This is an optimization exercise on Yosys and OpenROAD, whose aim is small area, a short achievable clock period and few clock cycles per item, not a production implementation. The RTL was checked by simulation tests, not by an equivalence proof against the original design. No activity file was given, so power comes from the tool's default toggle rates.

Design pollings, start of the top module:
module pollings (
        ap_clk,
        ap_rst_n,
        m_axi_gmem_AWVALID,
        m_axi_gmem_AWREADY,
        m_axi_gmem_AWADDR,
        m_axi_gmem_AWID,
        m_axi_gmem_AWLEN,
        m_axi_gmem_AWSIZE,
        m_axi_gmem_AWBURST,
        m_axi_gmem_AWLOCK,
        m_axi_gmem_AWCACHE,
        m_axi_gmem_AWPROT,
        m_axi_gmem_AWQOS,
        m_axi_gmem_AWREGION,
        m_axi_gmem_AWUSER,
        m_axi_gmem_WVALID,
        m_axi_gmem_WREADY,
        m_axi_gmem_WDATA,
        m_axi_gmem_WSTRB,
        m_axi_gmem_WLAST,
        m_axi_gmem_WID,
        m_axi_gmem_WUSER,
        m_axi_gmem_ARVALID,
        m_axi_gmem_ARREADY,
        m_axi_gmem_ARADDR,
        m_axi_gmem_ARID,
        m_axi_gmem_ARLEN,
        m_axi_gmem_ARSIZE,
        m_axi_gmem_ARBURST,
        m_axi_gmem_ARLOCK,
        m_axi_gmem_ARCACHE,
        m_axi_gmem_ARPROT,
        m_axi_gmem_ARQOS,
        m_axi_gmem_ARREGION,
        m_axi_gmem_ARUSER,
        m_axi_gmem_RVALID,
        m_axi_gmem_RREADY,
        m_axi_gmem_RDATA,
        m_axi_gmem_RLAST,
        m_axi_gmem_RID,
        m_axi_gmem_RUSER,
        m_axi_gmem_RRESP,
        m_axi_gmem_BVALID,
        m_axi_gmem_BREADY,
        m_axi_gmem_BRESP,
        m_axi_gmem_BID,
        m_axi_gmem_BUSER,
        s_axi_control_AWVALID,
        s_axi_control_AWREADY,
        s_axi_control_AWADDR,
        s_axi_control_WVALID,
        s_axi_control_WREADY,
        s_axi_control_WDATA,
        s_axi_control_WSTRB,
        s_axi_control_ARVALID,
        s_axi_control_ARREADY,
        s_axi_control_ARADDR,
        s_axi_control_RVALID,
        s_axi_control_RREADY,
        s_axi_control_RDATA,
        s_axi_control_RRESP,
        s_axi_control_BVALID,
        s_axi_control_BREADY,
        s_axi_control_BRESP,
        interrupt
);
Settings: LEC_CHECK=0, CAP_MARGIN=20, CORE_MARGIN=2, CORE_UTILIZATION=60, CTS_BUF_LIST=sky130_fd_sc_hd__clkbuf_16, CTS_CLUSTER_DIAMETER=90, CTS_CLUSTER_SIZE=26, SLEW_MARGIN=20; clock period 10.0 ns.
standard.sh (not shown) runs the stock make flow with config.mk's settings and CLKGATE_MAP_FILE= SYNTH_SCRIPT=/design/flow/synth_recipe.tcl, a recipe that flattens the netlist after the stock synthesis.
==> flow/flow/run.sh <==
#!/bin/bash
# Standard synthesis, then the standard layout steps with repair_timing aiming
# at a larger setup margin (each make run's full output in its own log here).
set -euo pipefail
MARGIN=$(cat flow/margin.txt)
bash standard.sh synth > synth.log 2>&1
bash standard.sh SETUP_SLACK_MARGIN=$MARGIN finish > layout.log 2>&1
==> flow/flow/margin.txt <==
6.9
The baseline produced a clean layout.
Testbench counts at the start, summed over its fixed seeds: cycles 12,996, images 12.
Rerun with:
Settings changed: CTS_CLUSTER_DIAMETER 90 to 80, CTS_CLUSTER_SIZE 26 to 22, PLACE_DENSITY set to 0.72.
=> Synthesized area is unchanged. Die area does not change. Register-to-register slack is better by 30 ps. Utilization grows by 0.40 points. Power grows slightly. Wire length is about the same. Clock skew is about the same.
Rerun with:
==> flow/flow/run.sh (replaced) <==
#!/bin/bash
# Standard synthesis, then the standard layout steps with repair_timing aiming
# at a larger setup margin and the port buffers built from buf_1 cells (each
# make run's full output in its own log here).
set -euo pipefail
MARGIN=$(cat flow/margin.txt)
bash standard.sh synth > synth.log 2>&1
bash standard.sh SETUP_SLACK_MARGIN=$MARGIN "BUFFER_PORTS_ARGS=-buffer_cell sky130_fd_sc_hd__buf_1" finish > layout.log 2>&1
Settings changed: PLACE_DENSITY 0.72 to unset.
After rerunning: Wire length went down by 2.4%; via count went down by 1.1%; combinational power went down by 10%; worst setup slack improved by 46 ps; non-clock buffer count went down by 29; total power went down by 1.5%; flip-flop and latch count is unchanged; global-route usage went down by 0.73 points; clock power went down by about 2%; cell count went down by 0.90%; cell area went down by 3.0%.
Rerun with:
==> flow/flow/run.sh (replaced) <==
#!/bin/bash
# Standard synthesis, then the standard layout steps with repair_timing aiming
# at a larger setup margin (each make run's full output in its own log here).
set -euo pipefail
MARGIN=$(cat flow/margin.txt)
bash standard.sh synth > synth.log 2>&1
bash standard.sh SETUP_SLACK_MARGIN=$MARGIN finish > layout.log 2>&1
Settings changed: CORE_UTILIZATION 60 to 66.
The new run finished with timing, DRC and antenna clean.
Global-route usage grows by 4.6 points.
Final area grows by 3.1%.
Clock power grows by about 3%.

[afterwards: timing with drivers on the ports]
In the flow no input, the clock included, has a driving cell. The finished layouts below were timed again as built, in two steps. Step 1 assumes that a clkbuf_16 drives the clock port and a buf_2 every other input. Step 2 times the ports against the registers' clock, not the clock port: input delays grow and output delays shrink by t, the midpoint of the rising clock arrivals with the driver on. Slacks: no drivers / after step 1 / after step 2; pairs: no drivers / after step 1.
run	shift t [ns]	slack for setup (ns)	hold WS [ns]	slew at the worst register clock pin (ns)
the first run	0.644	6.708 / 6.651 / 6.248	0.506 / 0.506 / 0.506	0.11 / 0.11
the second run	0.647	6.702 / 6.641 / 6.283	0.501 / 0.501 / 0.501	0.10 / 0.10
the third run	0.647	6.748 / 6.685 / 6.260	0.508 / 0.508 / 0.508	0.09 / 0.09
the fourth run	0.661	6.727 / 6.661 / 6.247	0.484 / 0.484 / 0.484	0.09 / 0.09
After both steps setup and hold are still met in every run listed. The setup slack of the third run, which loses most, moves by -0.063 ns with the drivers and by -0.488 ns with both steps.
